This design comes from an exercise in tuning for small area, a short achievable clock period and few clock cycles on the open sky130 flow, not from production work.
The RTL of this run was laid out without a check of its function.
No activity file was given, so power comes from the tool's default toggle rates.

**flow/config.mk**
```make
export PLATFORM = sky130hd
export DESIGN_NAME = qdec_Arith_decoder
export DESIGN_NICKNAME = qdec_Arith_decoder
export VERILOG_FILES = /design/flow/design.v
export SDC_FILE = /design/flow/constraint.sdc
export NUM_CORES = 4
export LEC_CHECK = 0
export CAP_MARGIN = 20
export CORE_MARGIN = 2
export CORE_UTILIZATION = 40
export SLEW_MARGIN = 20
```
**flow/constraint.sdc**
```tcl
create_clock -name core_clock -period 8.0 [get_ports {clk}]
set_input_delay 1.6000 -clock core_clock [delete_from_list [all_inputs] [get_ports {clk}]]
set_output_delay 1.6000 -clock core_clock [all_outputs]
set_load 0.01 [all_outputs]
```
**flow/design.v**
```verilog
module qdec_Arith_decoder (
    input  logic        clk,
    input  logic        rst_n,
    input  logic        arithInit,  
    input  logic        dec_run,    
    input  logic        EPMode,     
    input  logic [6:0]  ctxState,   
    output logic        dec_rdy,    
    output logic        ruiBin,
    output logic        ruiBin_vld,
    output logic [6:0]  ctxStateUpdate,
    input  logic [7:0]  bitstreamFetch,
    input  logic        bitstreamFetch_vld,
    output logic        bitstreamFetch_rdy
);
function automatic logic [7:0] lps_rom(input logic [7:0] i);
    case(i)
    8'd0: lps_rom = 8'd128;
    8'd1: lps_rom = 8'd176;
    8'd2: lps_rom = 8'd208;
    8'd3: lps_rom = 8'd240;
    8'd4: lps_rom = 8'd128;
    8'd5: lps_rom = 8'd167;
    8'd6: lps_rom = 8'd197;
    8'd7: lps_rom = 8'd227;
    8'd8: lps_rom = 8'd128;
    8'd9: lps_rom = 8'd158;
    8'd10: lps_rom = 8'd187;
    8'd11: lps_rom = 8'd216;
    8'd12: lps_rom = 8'd123;
    8'd13: lps_rom = 8'd150;
    8'd14: lps_rom = 8'd178;
    8'd15: lps_rom = 8'd205;
    8'd16: lps_rom = 8'd116;
    8'd17: lps_rom = 8'd142;
    8'd18: lps_rom = 8'd169;
    8'd19: lps_rom = 8'd195;
    8'd20: lps_rom = 8'd111;
    8'd21: lps_rom = 8'd135;
    8'd22: lps_rom = 8'd160;
    8'd23: lps_rom = 8'd185;
    8'd24: lps_rom = 8'd105;
    8'd25: lps_rom = 8'd128;
    8'd26: lps_rom = 8'd152;
    8'd27: lps_rom = 8'd175;
    8'd28: lps_rom = 8'd100;
    8'd29: lps_rom = 8'd122;
    8'd30: lps_rom = 8'd144;
    8'd31: lps_rom = 8'd166;
    8'd32: lps_rom = 8'd95;
    8'd33: lps_rom = 8'd116;
    8'd34: lps_rom = 8'd137;
    8'd35: lps_rom = 8'd158;
    8'd36: lps_rom = 8'd90;
    8'd37: lps_rom = 8'd110;
    8'd38: lps_rom = 8'd130;
    8'd39: lps_rom = 8'd150;
    8'd40: lps_rom = 8'd85;
    8'd41: lps_rom = 8'd104;
    8'd42: lps_rom = 8'd123;
    8'd43: lps_rom = 8'd142;
    8'd44: lps_rom = 8'd81;
    8'd45: lps_rom = 8'd99;
    8'd46: lps_rom = 8'd117;
    8'd47: lps_rom = 8'd135;
    8'd48: lps_rom = 8'd77;
    8'd49: lps_rom = 8'd94;
    8'd50: lps_rom = 8'd111;
    8'd51: lps_rom = 8'd128;
    8'd52: lps_rom = 8'd73;
    8'd53: lps_rom = 8'd89;
    8'd54: lps_rom = 8'd105;
    8'd55: lps_rom = 8'd122;
    8'd56: lps_rom = 8'd69;
    8'd57: lps_rom = 8'd85;
    8'd58: lps_rom = 8'd100;
    8'd59: lps_rom = 8'd116;
    8'd60: lps_rom = 8'd66;
    8'd61: lps_rom = 8'd80;
    8'd62: lps_rom = 8'd95;
    8'd63: lps_rom = 8'd110;
    8'd64: lps_rom = 8'd62;
    8'd65: lps_rom = 8'd76;
    8'd66: lps_rom = 8'd90;
    8'd67: lps_rom = 8'd104;
    8'd68: lps_rom = 8'd59;
    8'd69: lps_rom = 8'd72;
    8'd70: lps_rom = 8'd86;
    8'd71: lps_rom = 8'd99;
    8'd72: lps_rom = 8'd56;
    8'd73: lps_rom = 8'd69;
    8'd74: lps_rom = 8'd81;
    8'd75: lps_rom = 8'd94;
    8'd76: lps_rom = 8'd53;
    8'd77: lps_rom = 8'd65;
    8'd78: lps_rom = 8'd77;
    8'd79: lps_rom = 8'd89;
    8'd80: lps_rom = 8'd51;
    8'd81: lps_rom = 8'd62;
    8'd82: lps_rom = 8'd73;
    8'd83: lps_rom = 8'd85;
    8'd84: lps_rom = 8'd48;
    8'd85: lps_rom = 8'd59;
    8'd86: lps_rom = 8'd69;
    8'd87: lps_rom = 8'd80;
    8'd88: lps_rom = 8'd46;
    8'd89: lps_rom = 8'd56;
    8'd90: lps_rom = 8'd66;
    8'd91: lps_rom = 8'd76;
    8'd92: lps_rom = 8'd43;
    8'd93: lps_rom = 8'd53;
    8'd94: lps_rom = 8'd63;
    8'd95: lps_rom = 8'd72;
    8'd96: lps_rom = 8'd41;
    8'd97: lps_rom = 8'd50;
    8'd98: lps_rom = 8'd59;
    8'd99: lps_rom = 8'd69;
    8'd100: lps_rom = 8'd39;
    8'd101: lps_rom = 8'd48;
    8'd102: lps_rom = 8'd56;
    8'd103: lps_rom = 8'd65;
    8'd104: lps_rom = 8'd37;
    8'd105: lps_rom = 8'd45;
    8'd106: lps_rom = 8'd54;
    8'd107: lps_rom = 8'd62;
    8'd108: lps_rom = 8'd35;
    8'd109: lps_rom = 8'd43;
    8'd110: lps_rom = 8'd51;
    8'd111: lps_rom = 8'd59;
    8'd112: lps_rom = 8'd33;
    8'd113: lps_rom = 8'd41;
    8'd114: lps_rom = 8'd48;
    8'd115: lps_rom = 8'd56;
    8'd116: lps_rom = 8'd32;
    8'd117: lps_rom = 8'd39;
    8'd118: lps_rom = 8'd46;
    8'd119: lps_rom = 8'd53;
    8'd120: lps_rom = 8'd30;
    8'd121: lps_rom = 8'd37;
    8'd122: lps_rom = 8'd43;
    8'd123: lps_rom = 8'd50;
    8'd124: lps_rom = 8'd29;
    8'd125: lps_rom = 8'd35;
    8'd126: lps_rom = 8'd41;
    8'd127: lps_rom = 8'd48;
    8'd128: lps_rom = 8'd27;
    8'd129: lps_rom = 8'd33;
    8'd130: lps_rom = 8'd39;
    8'd131: lps_rom = 8'd45;
    8'd132: lps_rom = 8'd26;
    8'd133: lps_rom = 8'd31;
    8'd134: lps_rom = 8'd37;
    8'd135: lps_rom = 8'd43;
    8'd136: lps_rom = 8'd24;
    8'd137: lps_rom = 8'd30;
    8'd138: lps_rom = 8'd35;
    8'd139: lps_rom = 8'd41;
    8'd140: lps_rom = 8'd23;
    8'd141: lps_rom = 8'd28;
    8'd142: lps_rom = 8'd33;
    8'd143: lps_rom = 8'd39;
    8'd144: lps_rom = 8'd22;
    8'd145: lps_rom = 8'd27;
    8'd146: lps_rom = 8'd32;
    8'd147: lps_rom = 8'd37;
    8'd148: lps_rom = 8'd21;
    8'd149: lps_rom = 8'd26;
    8'd150: lps_rom = 8'd30;
    8'd151: lps_rom = 8'd35;
    8'd152: lps_rom = 8'd20;
    8'd153: lps_rom = 8'd24;
    8'd154: lps_rom = 8'd29;
    8'd155: lps_rom = 8'd33;
    8'd156: lps_rom = 8'd19;
    8'd157: lps_rom = 8'd23;
    8'd158: lps_rom = 8'd27;
    8'd159: lps_rom = 8'd31;
    8'd160: lps_rom = 8'd18;
    8'd161: lps_rom = 8'd22;
    8'd162: lps_rom = 8'd26;
    8'd163: lps_rom = 8'd30;
    8'd164: lps_rom = 8'd17;
    8'd165: lps_rom = 8'd21;
    8'd166: lps_rom = 8'd25;
    8'd167: lps_rom = 8'd28;
    8'd168: lps_rom = 8'd16;
    8'd169: lps_rom = 8'd20;
    8'd170: lps_rom = 8'd23;
    8'd171: lps_rom = 8'd27;
    8'd172: lps_rom = 8'd15;
    8'd173: lps_rom = 8'd19;
    8'd174: lps_rom = 8'd22;
    8'd175: lps_rom = 8'd25;
    8'd176: lps_rom = 8'd14;
    8'd177: lps_rom = 8'd18;
    8'd178: lps_rom = 8'd21;
    8'd179: lps_rom = 8'd24;
    8'd180: lps_rom = 8'd14;
    8'd181: lps_rom = 8'd17;
    8'd182: lps_rom = 8'd20;
    8'd183: lps_rom = 8'd23;
    8'd184: lps_rom = 8'd13;
    8'd185: lps_rom = 8'd16;
    8'd186: lps_rom = 8'd19;
    8'd187: lps_rom = 8'd22;
    8'd188: lps_rom = 8'd12;
    8'd189: lps_rom = 8'd15;
    8'd190: lps_rom = 8'd18;
    8'd191: lps_rom = 8'd21;
    8'd192: lps_rom = 8'd12;
    8'd193: lps_rom = 8'd14;
    8'd194: lps_rom = 8'd17;
    8'd195: lps_rom = 8'd20;
    8'd196: lps_rom = 8'd11;
    8'd197: lps_rom = 8'd14;
    8'd198: lps_rom = 8'd16;
    8'd199: lps_rom = 8'd19;
    8'd200: lps_rom = 8'd11;
    8'd201: lps_rom = 8'd13;
    8'd202: lps_rom = 8'd15;
    8'd203: lps_rom = 8'd18;
    8'd204: lps_rom = 8'd10;
    8'd205: lps_rom = 8'd12;
    8'd206: lps_rom = 8'd15;
    8'd207: lps_rom = 8'd17;
    8'd208: lps_rom = 8'd10;
    8'd209: lps_rom = 8'd12;
    8'd210: lps_rom = 8'd14;
    8'd211: lps_rom = 8'd16;
    8'd212: lps_rom = 8'd9;
    8'd213: lps_rom = 8'd11;
    8'd214: lps_rom = 8'd13;
    8'd215: lps_rom = 8'd15;
    8'd216: lps_rom = 8'd9;
    8'd217: lps_rom = 8'd11;
    8'd218: lps_rom = 8'd12;
    8'd219: lps_rom = 8'd14;
    8'd220: lps_rom = 8'd8;
    8'd221: lps_rom = 8'd10;
    8'd222: lps_rom = 8'd12;
    8'd223: lps_rom = 8'd14;
    8'd224: lps_rom = 8'd8;
    8'd225: lps_rom = 8'd9;
    8'd226: lps_rom = 8'd11;
    8'd227: lps_rom = 8'd13;
    8'd228: lps_rom = 8'd7;
    8'd229: lps_rom = 8'd9;
    8'd230: lps_rom = 8'd11;
    8'd231: lps_rom = 8'd12;
    8'd232: lps_rom = 8'd7;
    8'd233: lps_rom = 8'd9;
    8'd234: lps_rom = 8'd10;
    8'd235: lps_rom = 8'd12;
    8'd236: lps_rom = 8'd7;
    8'd237: lps_rom = 8'd8;
    8'd238: lps_rom = 8'd10;
    8'd239: lps_rom = 8'd11;
    8'd240: lps_rom = 8'd6;
    8'd241: lps_rom = 8'd8;
    8'd242: lps_rom = 8'd9;
    8'd243: lps_rom = 8'd11;
    8'd244: lps_rom = 8'd6;
    8'd245: lps_rom = 8'd7;
    8'd246: lps_rom = 8'd9;
    8'd247: lps_rom = 8'd10;
    8'd248: lps_rom = 8'd6;
    8'd249: lps_rom = 8'd7;
    8'd250: lps_rom = 8'd8;
    8'd251: lps_rom = 8'd9;
    8'd252: lps_rom = 8'd2;
    8'd253: lps_rom = 8'd2;
    8'd254: lps_rom = 8'd2;
    8'd255: lps_rom = 8'd2;
    default: lps_rom = 8'd0;
    endcase
endfunction
function automatic logic [2:0] renorm_rom(input logic [7:0] i);
    case(i)
    8'd0: renorm_rom = 3'd1;
    8'd1: renorm_rom = 3'd1;
    8'd2: renorm_rom = 3'd1;
    8'd3: renorm_rom = 3'd1;
    8'd4: renorm_rom = 3'd1;
    8'd5: renorm_rom = 3'd1;
    8'd6: renorm_rom = 3'd1;
    8'd7: renorm_rom = 3'd1;
    8'd8: renorm_rom = 3'd1;
    8'd9: renorm_rom = 3'd1;
    8'd10: renorm_rom = 3'd1;
    8'd11: renorm_rom = 3'd1;
    8'd12: renorm_rom = 3'd2;
    8'd13: renorm_rom = 3'd1;
    8'd14: renorm_rom = 3'd1;
    8'd15: renorm_rom = 3'd1;
    8'd16: renorm_rom = 3'd2;
    8'd17: renorm_rom = 3'd1;
    8'd18: renorm_rom = 3'd1;
    8'd19: renorm_rom = 3'd1;
    8'd20: renorm_rom = 3'd2;
    8'd21: renorm_rom = 3'd1;
    8'd22: renorm_rom = 3'd1;
    8'd23: renorm_rom = 3'd1;
    8'd24: renorm_rom = 3'd2;
    8'd25: renorm_rom = 3'd1;
    8'd26: renorm_rom = 3'd1;
    8'd27: renorm_rom = 3'd1;
    8'd28: renorm_rom = 3'd2;
    8'd29: renorm_rom = 3'd2;
    8'd30: renorm_rom = 3'd1;
    8'd31: renorm_rom = 3'd1;
    8'd32: renorm_rom = 3'd2;
    8'd33: renorm_rom = 3'd2;
    8'd34: renorm_rom = 3'd1;
    8'd35: renorm_rom = 3'd1;
    8'd36: renorm_rom = 3'd2;
    8'd37: renorm_rom = 3'd2;
    8'd38: renorm_rom = 3'd1;
    8'd39: renorm_rom = 3'd1;
    8'd40: renorm_rom = 3'd2;
    8'd41: renorm_rom = 3'd2;
    8'd42: renorm_rom = 3'd2;
    8'd43: renorm_rom = 3'd1;
    8'd44: renorm_rom = 3'd2;
    8'd45: renorm_rom = 3'd2;
    8'd46: renorm_rom = 3'd2;
    8'd47: renorm_rom = 3'd1;
    8'd48: renorm_rom = 3'd2;
    8'd49: renorm_rom = 3'd2;
    8'd50: renorm_rom = 3'd2;
    8'd51: renorm_rom = 3'd1;
    8'd52: renorm_rom = 3'd2;
    8'd53: renorm_rom = 3'd2;
    8'd54: renorm_rom = 3'd2;
    8'd55: renorm_rom = 3'd2;
    8'd56: renorm_rom = 3'd2;
    8'd57: renorm_rom = 3'd2;
    8'd58: renorm_rom = 3'd2;
    8'd59: renorm_rom = 3'd2;
    8'd60: renorm_rom = 3'd2;
    8'd61: renorm_rom = 3'd2;
    8'd62: renorm_rom = 3'd2;
    8'd63: renorm_rom = 3'd2;
    8'd64: renorm_rom = 3'd3;
    8'd65: renorm_rom = 3'd2;
    8'd66: renorm_rom = 3'd2;
    8'd67: renorm_rom = 3'd2;
    8'd68: renorm_rom = 3'd3;
    8'd69: renorm_rom = 3'd2;
    8'd70: renorm_rom = 3'd2;
    8'd71: renorm_rom = 3'd2;
    8'd72: renorm_rom = 3'd3;
    8'd73: renorm_rom = 3'd2;
    8'd74: renorm_rom = 3'd2;
    8'd75: renorm_rom = 3'd2;
    8'd76: renorm_rom = 3'd3;
    8'd77: renorm_rom = 3'd2;
    8'd78: renorm_rom = 3'd2;
    8'd79: renorm_rom = 3'd2;
    8'd80: renorm_rom = 3'd3;
    8'd81: renorm_rom = 3'd3;
    8'd82: renorm_rom = 3'd2;
    8'd83: renorm_rom = 3'd2;
    8'd84: renorm_rom = 3'd3;
    8'd85: renorm_rom = 3'd3;
    8'd86: renorm_rom = 3'd2;
    8'd87: renorm_rom = 3'd2;
    8'd88: renorm_rom = 3'd3;
    8'd89: renorm_rom = 3'd3;
    8'd90: renorm_rom = 3'd2;
    8'd91: renorm_rom = 3'd2;
    8'd92: renorm_rom = 3'd3;
    8'd93: renorm_rom = 3'd3;
    8'd94: renorm_rom = 3'd3;
    8'd95: renorm_rom = 3'd2;
    8'd96: renorm_rom = 3'd3;
    8'd97: renorm_rom = 3'd3;
    8'd98: renorm_rom = 3'd3;
    8'd99: renorm_rom = 3'd2;
    8'd100: renorm_rom = 3'd3;
    8'd101: renorm_rom = 3'd3;
    8'd102: renorm_rom = 3'd3;
    8'd103: renorm_rom = 3'd2;
    8'd104: renorm_rom = 3'd3;
    8'd105: renorm_rom = 3'd3;
    8'd106: renorm_rom = 3'd3;
    8'd107: renorm_rom = 3'd3;
    8'd108: renorm_rom = 3'd3;
    8'd109: renorm_rom = 3'd3;
    8'd110: renorm_rom = 3'd3;
    8'd111: renorm_rom = 3'd3;
    8'd112: renorm_rom = 3'd3;
    8'd113: renorm_rom = 3'd3;
    8'd114: renorm_rom = 3'd3;
    8'd115: renorm_rom = 3'd3;
    8'd116: renorm_rom = 3'd3;
    8'd117: renorm_rom = 3'd3;
    8'd118: renorm_rom = 3'd3;
    8'd119: renorm_rom = 3'd3;
    8'd120: renorm_rom = 3'd4;
    8'd121: renorm_rom = 3'd3;
    8'd122: renorm_rom = 3'd3;
    8'd123: renorm_rom = 3'd3;
    8'd124: renorm_rom = 3'd4;
    8'd125: renorm_rom = 3'd3;
    8'd126: renorm_rom = 3'd3;
    8'd127: renorm_rom = 3'd3;
    8'd128: renorm_rom = 3'd4;
    8'd129: renorm_rom = 3'd3;
    8'd130: renorm_rom = 3'd3;
    8'd131: renorm_rom = 3'd3;
    8'd132: renorm_rom = 3'd4;
    8'd133: renorm_rom = 3'd4;
    8'd134: renorm_rom = 3'd3;
    8'd135: renorm_rom = 3'd3;
    8'd136: renorm_rom = 3'd4;
    8'd137: renorm_rom = 3'd4;
    8'd138: renorm_rom = 3'd3;
    8'd139: renorm_rom = 3'd3;
    8'd140: renorm_rom = 3'd4;
    8'd141: renorm_rom = 3'd4;
    8'd142: renorm_rom = 3'd3;
    8'd143: renorm_rom = 3'd3;
    8'd144: renorm_rom = 3'd4;
    8'd145: renorm_rom = 3'd4;
    8'd146: renorm_rom = 3'd3;
    8'd147: renorm_rom = 3'd3;
    8'd148: renorm_rom = 3'd4;
    8'd149: renorm_rom = 3'd4;
    8'd150: renorm_rom = 3'd4;
    8'd151: renorm_rom = 3'd3;
    8'd152: renorm_rom = 3'd4;
    8'd153: renorm_rom = 3'd4;
    8'd154: renorm_rom = 3'd4;
    8'd155: renorm_rom = 3'd3;
    8'd156: renorm_rom = 3'd4;
    8'd157: renorm_rom = 3'd4;
    8'd158: renorm_rom = 3'd4;
    8'd159: renorm_rom = 3'd4;
    8'd160: renorm_rom = 3'd4;
    8'd161: renorm_rom = 3'd4;
    8'd162: renorm_rom = 3'd4;
    8'd163: renorm_rom = 3'd4;
    8'd164: renorm_rom = 3'd4;
    8'd165: renorm_rom = 3'd4;
    8'd166: renorm_rom = 3'd4;
    8'd167: renorm_rom = 3'd4;
    8'd168: renorm_rom = 3'd4;
    8'd169: renorm_rom = 3'd4;
    8'd170: renorm_rom = 3'd4;
    8'd171: renorm_rom = 3'd4;
    8'd172: renorm_rom = 3'd5;
    8'd173: renorm_rom = 3'd4;
    8'd174: renorm_rom = 3'd4;
    8'd175: renorm_rom = 3'd4;
    8'd176: renorm_rom = 3'd5;
    8'd177: renorm_rom = 3'd4;
    8'd178: renorm_rom = 3'd4;
    8'd179: renorm_rom = 3'd4;
    8'd180: renorm_rom = 3'd5;
    8'd181: renorm_rom = 3'd4;
    8'd182: renorm_rom = 3'd4;
    8'd183: renorm_rom = 3'd4;
    8'd184: renorm_rom = 3'd5;
    8'd185: renorm_rom = 3'd4;
    8'd186: renorm_rom = 3'd4;
    8'd187: renorm_rom = 3'd4;
    8'd188: renorm_rom = 3'd5;
    8'd189: renorm_rom = 3'd5;
    8'd190: renorm_rom = 3'd4;
    8'd191: renorm_rom = 3'd4;
    8'd192: renorm_rom = 3'd5;
    8'd193: renorm_rom = 3'd5;
    8'd194: renorm_rom = 3'd4;
    8'd195: renorm_rom = 3'd4;
    8'd196: renorm_rom = 3'd5;
    8'd197: renorm_rom = 3'd5;
    8'd198: renorm_rom = 3'd4;
    8'd199: renorm_rom = 3'd4;
    8'd200: renorm_rom = 3'd5;
    8'd201: renorm_rom = 3'd5;
    8'd202: renorm_rom = 3'd5;
    8'd203: renorm_rom = 3'd4;
    8'd204: renorm_rom = 3'd5;
    8'd205: renorm_rom = 3'd5;
    8'd206: renorm_rom = 3'd5;
    8'd207: renorm_rom = 3'd4;
    8'd208: renorm_rom = 3'd5;
    8'd209: renorm_rom = 3'd5;
    8'd210: renorm_rom = 3'd5;
    8'd211: renorm_rom = 3'd4;
    8'd212: renorm_rom = 3'd5;
    8'd213: renorm_rom = 3'd5;
    8'd214: renorm_rom = 3'd5;
    8'd215: renorm_rom = 3'd5;
    8'd216: renorm_rom = 3'd5;
    8'd217: renorm_rom = 3'd5;
    8'd218: renorm_rom = 3'd5;
    8'd219: renorm_rom = 3'd5;
    8'd220: renorm_rom = 3'd5;
    8'd221: renorm_rom = 3'd5;
    8'd222: renorm_rom = 3'd5;
    8'd223: renorm_rom = 3'd5;
    8'd224: renorm_rom = 3'd5;
    8'd225: renorm_rom = 3'd5;
    8'd226: renorm_rom = 3'd5;
    8'd227: renorm_rom = 3'd5;
    8'd228: renorm_rom = 3'd6;
    8'd229: renorm_rom = 3'd5;
    8'd230: renorm_rom = 3'd5;
    8'd231: renorm_rom = 3'd5;
    8'd232: renorm_rom = 3'd6;
    8'd233: renorm_rom = 3'd5;
    8'd234: renorm_rom = 3'd5;
    8'd235: renorm_rom = 3'd5;
    8'd236: renorm_rom = 3'd6;
    8'd237: renorm_rom = 3'd5;
    8'd238: renorm_rom = 3'd5;
    8'd239: renorm_rom = 3'd5;
    8'd240: renorm_rom = 3'd6;
    8'd241: renorm_rom = 3'd5;
    8'd242: renorm_rom = 3'd5;
    8'd243: renorm_rom = 3'd5;
    8'd244: renorm_rom = 3'd6;
    8'd245: renorm_rom = 3'd6;
    8'd246: renorm_rom = 3'd5;
    8'd247: renorm_rom = 3'd5;
    8'd248: renorm_rom = 3'd6;
    8'd249: renorm_rom = 3'd6;
    8'd250: renorm_rom = 3'd5;
    8'd251: renorm_rom = 3'd5;
    8'd252: renorm_rom = 3'd6;
    8'd253: renorm_rom = 3'd6;
    8'd254: renorm_rom = 3'd6;
    8'd255: renorm_rom = 3'd6;
    default: renorm_rom = 3'd0;
    endcase
endfunction
function automatic logic [6:0] nxt_mps_rom(input logic [6:0] i);
    case(i)
    7'd0: nxt_mps_rom = 7'd2;
    7'd1: nxt_mps_rom = 7'd3;
    7'd2: nxt_mps_rom = 7'd4;
    7'd3: nxt_mps_rom = 7'd5;
    7'd4: nxt_mps_rom = 7'd6;
    7'd5: nxt_mps_rom = 7'd7;
    7'd6: nxt_mps_rom = 7'd8;
    7'd7: nxt_mps_rom = 7'd9;
    7'd8: nxt_mps_rom = 7'd10;
    7'd9: nxt_mps_rom = 7'd11;
    7'd10: nxt_mps_rom = 7'd12;
    7'd11: nxt_mps_rom = 7'd13;
    7'd12: nxt_mps_rom = 7'd14;
    7'd13: nxt_mps_rom = 7'd15;
    7'd14: nxt_mps_rom = 7'd16;
    7'd15: nxt_mps_rom = 7'd17;
    7'd16: nxt_mps_rom = 7'd18;
    7'd17: nxt_mps_rom = 7'd19;
    7'd18: nxt_mps_rom = 7'd20;
    7'd19: nxt_mps_rom = 7'd21;
    7'd20: nxt_mps_rom = 7'd22;
    7'd21: nxt_mps_rom = 7'd23;
    7'd22: nxt_mps_rom = 7'd24;
    7'd23: nxt_mps_rom = 7'd25;
    7'd24: nxt_mps_rom = 7'd26;
    7'd25: nxt_mps_rom = 7'd27;
    7'd26: nxt_mps_rom = 7'd28;
    7'd27: nxt_mps_rom = 7'd29;
    7'd28: nxt_mps_rom = 7'd30;
    7'd29: nxt_mps_rom = 7'd31;
    7'd30: nxt_mps_rom = 7'd32;
    7'd31: nxt_mps_rom = 7'd33;
    7'd32: nxt_mps_rom = 7'd34;
    7'd33: nxt_mps_rom = 7'd35;
    7'd34: nxt_mps_rom = 7'd36;
    7'd35: nxt_mps_rom = 7'd37;
    7'd36: nxt_mps_rom = 7'd38;
    7'd37: nxt_mps_rom = 7'd39;
    7'd38: nxt_mps_rom = 7'd40;
    7'd39: nxt_mps_rom = 7'd41;
    7'd40: nxt_mps_rom = 7'd42;
    7'd41: nxt_mps_rom = 7'd43;
    7'd42: nxt_mps_rom = 7'd44;
    7'd43: nxt_mps_rom = 7'd45;
    7'd44: nxt_mps_rom = 7'd46;
    7'd45: nxt_mps_rom = 7'd47;
    7'd46: nxt_mps_rom = 7'd48;
    7'd47: nxt_mps_rom = 7'd49;
    7'd48: nxt_mps_rom = 7'd50;
    7'd49: nxt_mps_rom = 7'd51;
    7'd50: nxt_mps_rom = 7'd52;
    7'd51: nxt_mps_rom = 7'd53;
    7'd52: nxt_mps_rom = 7'd54;
    7'd53: nxt_mps_rom = 7'd55;
    7'd54: nxt_mps_rom = 7'd56;
    7'd55: nxt_mps_rom = 7'd57;
    7'd56: nxt_mps_rom = 7'd58;
    7'd57: nxt_mps_rom = 7'd59;
    7'd58: nxt_mps_rom = 7'd60;
    7'd59: nxt_mps_rom = 7'd61;
    7'd60: nxt_mps_rom = 7'd62;
    7'd61: nxt_mps_rom = 7'd63;
    7'd62: nxt_mps_rom = 7'd64;
    7'd63: nxt_mps_rom = 7'd65;
    7'd64: nxt_mps_rom = 7'd66;
    7'd65: nxt_mps_rom = 7'd67;
    7'd66: nxt_mps_rom = 7'd68;
    7'd67: nxt_mps_rom = 7'd69;
    7'd68: nxt_mps_rom = 7'd70;
    7'd69: nxt_mps_rom = 7'd71;
    7'd70: nxt_mps_rom = 7'd72;
    7'd71: nxt_mps_rom = 7'd73;
    7'd72: nxt_mps_rom = 7'd74;
    7'd73: nxt_mps_rom = 7'd75;
    7'd74: nxt_mps_rom = 7'd76;
    7'd75: nxt_mps_rom = 7'd77;
    7'd76: nxt_mps_rom = 7'd78;
    7'd77: nxt_mps_rom = 7'd79;
    7'd78: nxt_mps_rom = 7'd80;
    7'd79: nxt_mps_rom = 7'd81;
    7'd80: nxt_mps_rom = 7'd82;
    7'd81: nxt_mps_rom = 7'd83;
    7'd82: nxt_mps_rom = 7'd84;
    7'd83: nxt_mps_rom = 7'd85;
    7'd84: nxt_mps_rom = 7'd86;
    7'd85: nxt_mps_rom = 7'd87;
    7'd86: nxt_mps_rom = 7'd88;
    7'd87: nxt_mps_rom = 7'd89;
    7'd88: nxt_mps_rom = 7'd90;
    7'd89: nxt_mps_rom = 7'd91;
    7'd90: nxt_mps_rom = 7'd92;
    7'd91: nxt_mps_rom = 7'd93;
    7'd92: nxt_mps_rom = 7'd94;
    7'd93: nxt_mps_rom = 7'd95;
    7'd94: nxt_mps_rom = 7'd96;
    7'd95: nxt_mps_rom = 7'd97;
    7'd96: nxt_mps_rom = 7'd98;
    7'd97: nxt_mps_rom = 7'd99;
    7'd98: nxt_mps_rom = 7'd100;
    7'd99: nxt_mps_rom = 7'd101;
    7'd100: nxt_mps_rom = 7'd102;
    7'd101: nxt_mps_rom = 7'd103;
    7'd102: nxt_mps_rom = 7'd104;
    7'd103: nxt_mps_rom = 7'd105;
    7'd104: nxt_mps_rom = 7'd106;
    7'd105: nxt_mps_rom = 7'd107;
    7'd106: nxt_mps_rom = 7'd108;
    7'd107: nxt_mps_rom = 7'd109;
    7'd108: nxt_mps_rom = 7'd110;
    7'd109: nxt_mps_rom = 7'd111;
    7'd110: nxt_mps_rom = 7'd112;
    7'd111: nxt_mps_rom = 7'd113;
    7'd112: nxt_mps_rom = 7'd114;
    7'd113: nxt_mps_rom = 7'd115;
    7'd114: nxt_mps_rom = 7'd116;
    7'd115: nxt_mps_rom = 7'd117;
    7'd116: nxt_mps_rom = 7'd118;
    7'd117: nxt_mps_rom = 7'd119;
    7'd118: nxt_mps_rom = 7'd120;
    7'd119: nxt_mps_rom = 7'd121;
    7'd120: nxt_mps_rom = 7'd122;
    7'd121: nxt_mps_rom = 7'd123;
    7'd122: nxt_mps_rom = 7'd124;
    7'd123: nxt_mps_rom = 7'd125;
    7'd124: nxt_mps_rom = 7'd124;
    7'd125: nxt_mps_rom = 7'd125;
    7'd126: nxt_mps_rom = 7'd126;
    7'd127: nxt_mps_rom = 7'd127;
    default: nxt_mps_rom = 7'd0;
    endcase
endfunction
function automatic logic [6:0] nxt_lps_rom(input logic [6:0] i);
    case(i)
    7'd0: nxt_lps_rom = 7'd1;
    7'd1: nxt_lps_rom = 7'd0;
    7'd2: nxt_lps_rom = 7'd0;
    7'd3: nxt_lps_rom = 7'd1;
    7'd4: nxt_lps_rom = 7'd2;
    7'd5: nxt_lps_rom = 7'd3;
    7'd6: nxt_lps_rom = 7'd4;
    7'd7: nxt_lps_rom = 7'd5;
    7'd8: nxt_lps_rom = 7'd4;
    7'd9: nxt_lps_rom = 7'd5;
    7'd10: nxt_lps_rom = 7'd8;
    7'd11: nxt_lps_rom = 7'd9;
    7'd12: nxt_lps_rom = 7'd8;
    7'd13: nxt_lps_rom = 7'd9;
    7'd14: nxt_lps_rom = 7'd10;
    7'd15: nxt_lps_rom = 7'd11;
    7'd16: nxt_lps_rom = 7'd12;
    7'd17: nxt_lps_rom = 7'd13;
    7'd18: nxt_lps_rom = 7'd14;
    7'd19: nxt_lps_rom = 7'd15;
    7'd20: nxt_lps_rom = 7'd16;
    7'd21: nxt_lps_rom = 7'd17;
    7'd22: nxt_lps_rom = 7'd18;
    7'd23: nxt_lps_rom = 7'd19;
    7'd24: nxt_lps_rom = 7'd18;
    7'd25: nxt_lps_rom = 7'd19;
    7'd26: nxt_lps_rom = 7'd22;
    7'd27: nxt_lps_rom = 7'd23;
    7'd28: nxt_lps_rom = 7'd22;
    7'd29: nxt_lps_rom = 7'd23;
    7'd30: nxt_lps_rom = 7'd24;
    7'd31: nxt_lps_rom = 7'd25;
    7'd32: nxt_lps_rom = 7'd26;
    7'd33: nxt_lps_rom = 7'd27;
    7'd34: nxt_lps_rom = 7'd26;
    7'd35: nxt_lps_rom = 7'd27;
    7'd36: nxt_lps_rom = 7'd30;
    7'd37: nxt_lps_rom = 7'd31;
    7'd38: nxt_lps_rom = 7'd30;
    7'd39: nxt_lps_rom = 7'd31;
    7'd40: nxt_lps_rom = 7'd32;
    7'd41: nxt_lps_rom = 7'd33;
    7'd42: nxt_lps_rom = 7'd32;
    7'd43: nxt_lps_rom = 7'd33;
    7'd44: nxt_lps_rom = 7'd36;
    7'd45: nxt_lps_rom = 7'd37;
    7'd46: nxt_lps_rom = 7'd36;
    7'd47: nxt_lps_rom = 7'd37;
    7'd48: nxt_lps_rom = 7'd38;
    7'd49: nxt_lps_rom = 7'd39;
    7'd50: nxt_lps_rom = 7'd38;
    7'd51: nxt_lps_rom = 7'd39;
    7'd52: nxt_lps_rom = 7'd42;
    7'd53: nxt_lps_rom = 7'd43;
    7'd54: nxt_lps_rom = 7'd42;
    7'd55: nxt_lps_rom = 7'd43;
    7'd56: nxt_lps_rom = 7'd44;
    7'd57: nxt_lps_rom = 7'd45;
    7'd58: nxt_lps_rom = 7'd44;
    7'd59: nxt_lps_rom = 7'd45;
    7'd60: nxt_lps_rom = 7'd46;
    7'd61: nxt_lps_rom = 7'd47;
    7'd62: nxt_lps_rom = 7'd48;
    7'd63: nxt_lps_rom = 7'd49;
    7'd64: nxt_lps_rom = 7'd48;
    7'd65: nxt_lps_rom = 7'd49;
    7'd66: nxt_lps_rom = 7'd50;
    7'd67: nxt_lps_rom = 7'd51;
    7'd68: nxt_lps_rom = 7'd52;
    7'd69: nxt_lps_rom = 7'd53;
    7'd70: nxt_lps_rom = 7'd52;
    7'd71: nxt_lps_rom = 7'd53;
    7'd72: nxt_lps_rom = 7'd54;
    7'd73: nxt_lps_rom = 7'd55;
    7'd74: nxt_lps_rom = 7'd54;
    7'd75: nxt_lps_rom = 7'd55;
    7'd76: nxt_lps_rom = 7'd56;
    7'd77: nxt_lps_rom = 7'd57;
    7'd78: nxt_lps_rom = 7'd58;
    7'd79: nxt_lps_rom = 7'd59;
    7'd80: nxt_lps_rom = 7'd58;
    7'd81: nxt_lps_rom = 7'd59;
    7'd82: nxt_lps_rom = 7'd60;
    7'd83: nxt_lps_rom = 7'd61;
    7'd84: nxt_lps_rom = 7'd60;
    7'd85: nxt_lps_rom = 7'd61;
    7'd86: nxt_lps_rom = 7'd60;
    7'd87: nxt_lps_rom = 7'd61;
    7'd88: nxt_lps_rom = 7'd62;
    7'd89: nxt_lps_rom = 7'd63;
    7'd90: nxt_lps_rom = 7'd64;
    7'd91: nxt_lps_rom = 7'd65;
    7'd92: nxt_lps_rom = 7'd64;
    7'd93: nxt_lps_rom = 7'd65;
    7'd94: nxt_lps_rom = 7'd66;
    7'd95: nxt_lps_rom = 7'd67;
    7'd96: nxt_lps_rom = 7'd66;
    7'd97: nxt_lps_rom = 7'd67;
    7'd98: nxt_lps_rom = 7'd66;
    7'd99: nxt_lps_rom = 7'd67;
    7'd100: nxt_lps_rom = 7'd68;
    7'd101: nxt_lps_rom = 7'd69;
    7'd102: nxt_lps_rom = 7'd68;
    7'd103: nxt_lps_rom = 7'd69;
    7'd104: nxt_lps_rom = 7'd70;
    7'd105: nxt_lps_rom = 7'd71;
    7'd106: nxt_lps_rom = 7'd70;
    7'd107: nxt_lps_rom = 7'd71;
    7'd108: nxt_lps_rom = 7'd70;
    7'd109: nxt_lps_rom = 7'd71;
    7'd110: nxt_lps_rom = 7'd72;
    7'd111: nxt_lps_rom = 7'd73;
    7'd112: nxt_lps_rom = 7'd72;
    7'd113: nxt_lps_rom = 7'd73;
    7'd114: nxt_lps_rom = 7'd72;
    7'd115: nxt_lps_rom = 7'd73;
    7'd116: nxt_lps_rom = 7'd74;
    7'd117: nxt_lps_rom = 7'd75;
    7'd118: nxt_lps_rom = 7'd74;
    7'd119: nxt_lps_rom = 7'd75;
    7'd120: nxt_lps_rom = 7'd74;
    7'd121: nxt_lps_rom = 7'd75;
    7'd122: nxt_lps_rom = 7'd76;
    7'd123: nxt_lps_rom = 7'd77;
    7'd124: nxt_lps_rom = 7'd76;
    7'd125: nxt_lps_rom = 7'd77;
    7'd126: nxt_lps_rom = 7'd126;
    7'd127: nxt_lps_rom = 7'd127;
    default: nxt_lps_rom = 7'd0;
    endcase
endfunction
localparam logic [2:0] S_IDLE  = 3'd0;  
localparam logic [2:0] S_INIT0 = 3'd1;  
localparam logic [2:0] S_INIT1 = 3'd2;  
localparam logic [2:0] S_READY = 3'd3;  
localparam logic [2:0] S_L1    = 3'd4;
localparam logic [2:0] S_L2    = 3'd5;
localparam logic [2:0] S_L3    = 3'd6;
logic [2:0]  state;
logic [7:0]  uiLPS;
logic [6:0]  nxtState_mps;
logic [6:0]  nxtState_lps;
logic [2:0]  numBits_lps;
logic        mps;
logic [15:0] scaledRange;
logic [3:0]  bitsNeeded_mps;
logic [3:0]  bitsNeeded_lps;
logic [16:0] uiValue_tmp;
logic [8:0]  uiRange_lps;
logic [8:0]  uiRange_mps;
logic [15:0] uiValue;
logic [8:0]  uiRange;
logic [3:0]  bitsNeeded_plus1;
logic [3:0]  bitsNeeded;  
logic        byteDecodeComplete;
logic [1:0]  numByteInDecoder;
logic [7:0]  bitstreamFetch_ping, bitstreamFetch_pong;  
logic [7:0]  byteBeDecode;
logic        fetch;
assign fetch = bitstreamFetch_vld & bitstreamFetch_rdy;
assign bitstreamFetch_rdy = (numByteInDecoder != 2'b10);
assign byteBeDecode = bitstreamFetch_ping;
always_ff @(posedge clk)
    if(!rst_n) numByteInDecoder <= 0;
    else if(fetch & !byteDecodeComplete) numByteInDecoder <= numByteInDecoder + 2'b01;
    else if(byteDecodeComplete & !fetch) numByteInDecoder <= numByteInDecoder + 2'b11;
    else numByteInDecoder <= numByteInDecoder;
always_ff @(posedge clk)
    case({fetch, byteDecodeComplete})
    2'b10: begin
        if(numByteInDecoder == 2'b00) bitstreamFetch_ping <= bitstreamFetch;
        else bitstreamFetch_pong <= bitstreamFetch;
    end
    2'b01: bitstreamFetch_ping <= bitstreamFetch_pong;
    2'b11: begin
        if(numByteInDecoder == 2'b01) bitstreamFetch_ping <= bitstreamFetch;
        else begin
            bitstreamFetch_ping <= bitstreamFetch_pong;
            bitstreamFetch_pong <= bitstreamFetch;
        end
    end
    default: ;
    endcase
logic accept, accept_ep, accept_reg, haveByte;
assign haveByte   = (numByteInDecoder != 2'b00);
assign dec_rdy    = (state == S_READY) & haveByte;
assign accept     = dec_run & dec_rdy;
assign accept_ep  = accept & EPMode;
assign accept_reg = accept & !EPMode;
always_ff @(posedge clk)
    if(!rst_n) state <= S_IDLE;
    else if(arithInit) state <= S_INIT0;
    else case(state)
    S_INIT0 : state <= haveByte ? S_INIT1 : S_INIT0;
    S_INIT1 : state <= haveByte ? S_READY : S_INIT1;
    S_READY : state <= accept_reg ? S_L1 : S_READY;
    S_L1    : state <= S_L2;
    S_L2    : state <= S_L3;
    S_L3    : state <= S_READY;
    default : state <= S_IDLE;
    endcase
logic [7:0] lps_idx;
assign lps_idx = {ctxState[6:1], uiRange[7:6]};
always_ff @(posedge clk)
    if(accept_reg) begin
        uiLPS        <= lps_rom(lps_idx);
        numBits_lps  <= renorm_rom(lps_idx);
        nxtState_mps <= nxt_mps_rom(ctxState);
        nxtState_lps <= nxt_lps_rom(ctxState);
        mps          <= ctxState[0];
    end
always_ff @(posedge clk)
    if(state == S_L1) begin
        scaledRange    <= {(uiRange - {1'b0, uiLPS}), 7'h0};
        bitsNeeded_mps <= bitsNeeded + 4'd1;
        bitsNeeded_lps <= bitsNeeded + {1'b0, numBits_lps};
    end
always_ff @(posedge clk)
    if(state == S_L2) begin
        uiValue_tmp <= {1'b0, uiValue} - {1'b0, scaledRange};
        uiRange_lps <= {1'b0, uiLPS} << numBits_lps;
        uiRange_mps <= scaledRange[15] ? scaledRange[15:7] : scaledRange[14:6];
    end
logic        isMps;
logic        renormMps;
logic [15:0] uiValue_lps;
logic [16:0] uiValue_ep;
logic [3:0]  bitsNeeded_lps_m8;
assign isMps             = uiValue_tmp[16];
assign renormMps         = !scaledRange[15];
assign uiValue_lps       = uiValue_tmp[15:0] << numBits_lps;
assign bitsNeeded_lps_m8 = bitsNeeded_lps - 4'd8;
assign bitsNeeded_plus1  = bitsNeeded + 4'd1;
assign uiValue_ep        = {uiValue, 1'b0} + (bitsNeeded_plus1[3] ? {9'h0, byteBeDecode} : 17'h0);
always_ff @(posedge clk)
    if(!rst_n) begin
        uiValue    <= 0;
        uiRange    <= 0;
        bitsNeeded <= 0;
    end
    else if(arithInit) begin
        uiRange    <= 9'd510;
        bitsNeeded <= 0;
    end
    else if(state == S_INIT0) begin
        if(haveByte) uiValue[15:8] <= byteBeDecode;
    end
    else if(state == S_INIT1) begin
        if(haveByte) uiValue[7:0] <= byteBeDecode;
    end
    else if(accept_ep) begin
        uiValue    <= (uiValue_ep < {1'b0, uiRange, 7'h0}) ? uiValue_ep[15:0] : (uiValue_ep[15:0] - {uiRange[8:0], 7'h0});
        bitsNeeded <= {1'b0, bitsNeeded_plus1[2:0]};
    end
    else if(state == S_L3) begin
        if(isMps) begin
            uiRange <= uiRange_mps;
            if(renormMps) begin
                uiValue    <= {uiValue[14:0], 1'b0} + (bitsNeeded_mps[3] ? {8'h0, byteBeDecode} : 16'h0);
                bitsNeeded <= {1'b0, bitsNeeded_mps[2:0]};
            end
        end
        else begin
            uiRange <= uiRange_lps;
            if(bitsNeeded_lps[3]) begin
                uiValue    <= uiValue_lps + ({8'h0, byteBeDecode} << bitsNeeded_lps_m8[2:0]);
                bitsNeeded <= bitsNeeded_lps_m8;
            end
            else begin
                uiValue    <= uiValue_lps;
                bitsNeeded <= bitsNeeded_lps;
            end
        end
    end
always_comb
    if(state == S_INIT0 || state == S_INIT1) byteDecodeComplete = haveByte & !arithInit;
    else if(accept_ep) byteDecodeComplete = bitsNeeded_plus1[3];
    else if(state == S_L3) byteDecodeComplete = isMps ? (renormMps & bitsNeeded_mps[3]) : bitsNeeded_lps[3];
    else byteDecodeComplete = 1'b0;
always_ff @(posedge clk)
    if(!rst_n) ruiBin_vld <= 0;
    else ruiBin_vld <= (state == S_L3) | accept_ep;
always_ff @(posedge clk)
    if(accept_ep) ruiBin <= !(uiValue_ep < {1'b0, uiRange, 7'h0});
    else if(state == S_L3) ruiBin <= isMps ? mps : !mps;
always_ff @(posedge clk)
    if(state == S_L3) ctxStateUpdate <= isMps ? nxtState_mps : nxtState_lps;
endmodule
```
**flow/run.sh**
```bash
#!/bin/bash
# synth_recipe.tcl (not shown) runs the flow's synth.tcl, then flattens the netlist and writes it again
# the make line also repeats each setting of config.mk as NAME=value (left out here)
make -C /OpenROAD-flow-scripts/flow DESIGN_CONFIG=/design/flow/config.mk WORK_HOME=/design/flow/orfs CLKGATE_MAP_FILE= SYNTH_SCRIPT=/design/flow/synth_recipe.tcl finish
```
==> impl_metrics.yaml <==
synth:
  yosysWarningCount: 1
  netlist-cell-type-count: 93
  synth.avg_cell_area_um2: 8.430
  yosys_register_bits: 135
  synth_seq_area_share: 0.2999
  syn-instance-count: 1469
  asyncSetResetFlopFracSynth: 0
  synth.net_count: 1577
  syn_area_mm2: 0.01238
  synth.top_cell.area_share: 0.2449
  synth_largest_area_cell: "sky130_fd_sc_hd__edfxtp_1"
  synth_enable_flop_cells: 101
  synth_top_cells_by_area: "sky130_fd_sc_hd__edfxtp_1 (24%), sky130_fd_sc_hd__ha_1 (8.1%), sky130_fd_sc_hd__dfxtp_1 (5.5%)"
  postSynth.topFlopCell: "sky130_fd_sc_hd__edfxtp_1"
timing:
  report.final.hold_viol_count: 0
  period_needed_ns: 5.055
  max_freq_ghz: 0.1978
  fin_setup_tns_ns: 0
  rsz0062_at_grt: "false"
  worst_pin_slew_ns: 1.074
  period_share: 0.6319
  setup_viol: 0
  fin_worst_hold_slack_ns: 0.4940
  worst_slew_margin_rel: 0.2843
  final.setup_skew_ns: 0.01226
  final_max_slew_viol_count: 0
power_and_ir_drop:
  worst_ir_drop_vdd_v: 0.0001763
  seq_power_share: 0.393
  internal-power_mw: 1.462
  switching_power_mw: 0.7015
  cellPowerDensity_mw_per_mm2: 161.2
  pwr-share-comb: 0.243
  power.share.clock: 0.365
  leak_pwr_nw: 5.191
  netSwitchingFraction: 0.3243
clock_tree:
  cts-htree-levels: 4
  clock_latency_ns: 0.43
  numCtsBuffers: 17
  post_cts_setup_repair_buffer_count: 0
  tritoncts_clock_tree: "built"
  cts.clk_slew.worst_paths_ns: 0.06
  cts_root_buf: "sky130_fd_sc_hd__clkbuf_16"
  cts_hold_repair.buffers: 0
  ctsResizeCount: 0
  clock-sinks: 135
  cts.path.max_buffers: 2
grt:
  grt_first_pass_wirelength_um: 59910
  grt_antenna_before_repair: 0
  globalRoute.totalOverflow: 0
  first_global_vias: 10621
  largest_net_degree_at_the_start_of_global_routing: 96
  grt_usage: 0.2325
setup_path:
  crit_path_start_kind: "flip-flop"
  critical_path_class: "reg -> reg"
  cpMaxStageDelayCell: "sky130_fd_sc_hd__nor3_1"
  endpoint_kind: "flip-flop"
  crit_top_cell: "sky130_fd_sc_hd__a21oi_1"
  worst_path_largest_cell_delay_ns: 0.70
  worst_ep_arrival_time_ns: 5.38
  crit_path_max_fanout: 13
  worstPathRequired_ns: 8.32
  crit_path_cell_trace: "inv_1 > nor3_1 > and2_1 > ha_1 > inv_1 > fa_1 > nor2b_1 > o31a_1 > o21bai_1 > a21oi_1 > xnor2_1 > ha_1 > nand2b_1 > a21oi_1 > o31ai_1 > a21oi_1 > nor2b_4 > mux2i_1 > o2111ai_1 > and3_1"
final_layout:
  fin_nets: 1547
  n_fill_cell: 3005
  mostFrequentLayoutCells: "sky130_fd_sc_hd__nand2_1 (140), sky130_fd_sc_hd__nor2_1 (130), sky130_fd_sc_hd__a21oi_1 (126)"
  final_common_cell: "sky130_fd_sc_hd__nand2_1"
  layout-drive-gt1-share: 0.08196
  area_growth_syn_to_layout_pct: 8.406
  diodes: 0
hold_path:
  hold_path.class: "reg -> reg"
die:
  die_h_um: 180.0
  start_util: 0.4059
  pin_count: 32
  core-area_mm2: 0.03051
  die_area_mm2: 0.03238
  placement_rows: 64
  chipWidth_um: 180.0
outcome:
  status: "timing/DRC/antenna clean"
place:
  gp_congestion: 0.9497
  detailedPlacementHpwl_um: 27230
  port_buffers: 31
job:
  maxCapViolCount: 0
drt:
  via_count: 11284
  routed_wl_um: 38130
  final_antenna_net_count: 0
  drtIter0Drc: 1147
  wl_per_cell_um: 20.63
  vias_per_cell: 6.106
  length_of_the_first_detailed_routing_pass_in_iterations: 5
  drc_errors_left: 0
## final cells by class
| class | instances | area [um2] | area share |
|---|---|---|---|
| clock buffer | 19 | 432.9 | 0.03225 |
| clock inverter | 13 | 146.4 | 0.01091 |
| inverter | 79 | 296.5 | 0.02209 |
| multi-input combinational | 1158 | 7921 | 0.5901 |
| sequential | 135 | 3714 | 0.2766 |
| tap | 396 | 495.5 | 0.03691 |
| timing repair buffer | 48 | 417.9 | 0.03113 |
## registers in the layout, indices dropped and copies added, names as in the netlist, 7 cells and up
signal,cells
bitstreamFetch_ping,8
bitstreamFetch_pong,8
ctxStateUpdate,7
nxtState_lps,7
nxtState_mps,7
scaledRange,9
uiLPS,8
uiRange,9
uiRange_lps,9
uiRange_mps,9
uiValue,16
uiValue_tmp,17
## metrics by stage
stage / setup slack (ns) / util / instance area (um2) / total power, mW / std cells
floorplan: 3.810 / - / 12380 / 1.240 / 1469
global placement: 3.159 / 0.4210 / 12840 / 1.371 / 1816
detailed placement: 3.025 / 0.4210 / 12840 / 1.377 / 1816
CTS: 2.979 / 0.4400 / 13420 / 2.163 / 1848
global route: 2.489 / 0.4400 / 13420 / 2.256 / 1848
finish: 2.945 / 0.4400 / 13420 / 2.163 / 1848
## synth_stat cells, types with 15 or more instances
cell	n
sky130_fd_sc_hd__buf_2	18
sky130_fd_sc_hd__mux2i_1	41
sky130_fd_sc_hd__o211ai_1	21
sky130_fd_sc_hd__and2_1	24
sky130_fd_sc_hd__nor2_1	132
sky130_fd_sc_hd__inv_1	72
sky130_fd_sc_hd__buf_1	15
sky130_fd_sc_hd__nand2_1	140
sky130_fd_sc_hd__a211oi_1	29
sky130_fd_sc_hd__a21o_1	17
sky130_fd_sc_hd__clkbuf_1	52
sky130_fd_sc_hd__a21oi_1	126
sky130_fd_sc_hd__mux4_2	17
sky130_fd_sc_hd__ha_1	80
sky130_fd_sc_hd__edfxtp_1	101
sky130_fd_sc_hd__nor2b_1	23
sky130_fd_sc_hd__nand2b_1	30
sky130_fd_sc_hd__dfxtp_1	34
sky130_fd_sc_hd__xor2_1	25
sky130_fd_sc_hd__nor3_1	30
sky130_fd_sc_hd__o22ai_1	16
sky130_fd_sc_hd__o21ai_0	121
sky130_fd_sc_hd__mux2_2	21
sky130_fd_sc_hd__nand3_1	37
sky130_fd_sc_hd__xnor2_1	30
sky130_fd_sc_hd__a31oi_1	17
## metal layers
metal | GRT usage | wire length (um) | vias to the layer above | share of wire
met4 | 0.07220 | 836 | 0 | 0.022
met2 | 0.3617 | 17210 | 478 | 0.45
li1 | - | - | 5351 | -
met5 | 0 | 0 | - | 0
met3 | 0.04153 | 2748 | 66 | 0.072
met1 | 0.3282 | 17340 | 5389 | 0.45
## power by group through the flow
| stage | clock, mW | sequential [mW] | combinational, mW |
|---|---|---|---|
| 2_1_floorplan | 0 | 0.830 | 0.410 |
| 3_3_place_gp | 0 | 0.862 | 0.509 |
| 3_5_place_dp | 0 | 0.863 | 0.513 |
| 4_1_cts | 0.798 | 0.848 | 0.517 |
| 5_1_grt | 0.821 | 0.854 | 0.581 |
| 6_report | 0.789 | 0.850 | 0.525 |
## cells by family (layout without fill, tap and decap cells)
family	after synthesis	count (layout)	synth area share
AO/OA/AOI/OAI	467	467	0.2417
AND/OR/NAND/NOR	465	465	0.1781
buffers and inverters	176	159	0.06123
flip-flops	135	135	0.2999
adder cells (fa/ha/maj)	87	87	0.09215
multiplexers	84	84	0.08801
XOR/XNOR	55	55	0.03890
## final timing paths
check	from	end	slack (ns)	cells past startpoint
min	uiRange[8]$_SDFFE_PN0P_	uiRange[8]$_SDFFE_PN0P_	0.49	2
min reg2reg	uiRange[8]$_SDFFE_PN0P_	uiRange[8]$_SDFFE_PN0P_	0.49	2
max reg2reg	bitsNeeded[1]$_SDFFE_PP0P_	uiValue[11]$_SDFFE_PN0P_	2.95	20
max	bitsNeeded[1]$_SDFFE_PP0P_	uiValue[11]$_SDFFE_PN0P_	2.95	20
## worst max-delay path: cells and delay by family (launching register included)
kind | cells | cell delay (ns)
simple gates | 6 | 1.79
compound gates | 7 | 1.31
fa+ha+maj | 3 | 0.88
flops | 1 | 0.38
mux | 1 | 0.27
xor+xnor | 1 | 0.17
buf+inv | 2 | 0.15

afterwards: timing with drivers on the ports:
No port has a modelled driver above. Below, the same layout with a new extraction and two added sets of constraints.
Step 1 (the two cells are an assumption about what drives the block):
set clk [get_ports {clk}]
set_driving_cell -lib_cell sky130_fd_sc_hd__clkbuf_16 $clk
set_driving_cell -lib_cell sky130_fd_sc_hd__buf_2 [delete_from_list [all_inputs] $clk]
Step 2 times the ports against the registers' clock, not the clock port: input delays grow and output delays shrink by t, the midpoint of the rising clock arrivals with the driver on.
Three values: no drivers, after step 1, after step 2; two values: the first two.
t, ns: 0.476
slack for setup (ns): 2.945 / 2.945 / 2.945
hold WS [ns]: 0.494 / 0.494 / 0.494
After both steps setup and hold are still met in this run. For this run, drivers alone change the setup slack by 0.000 ns; drivers and shift together by 0.000 ns.
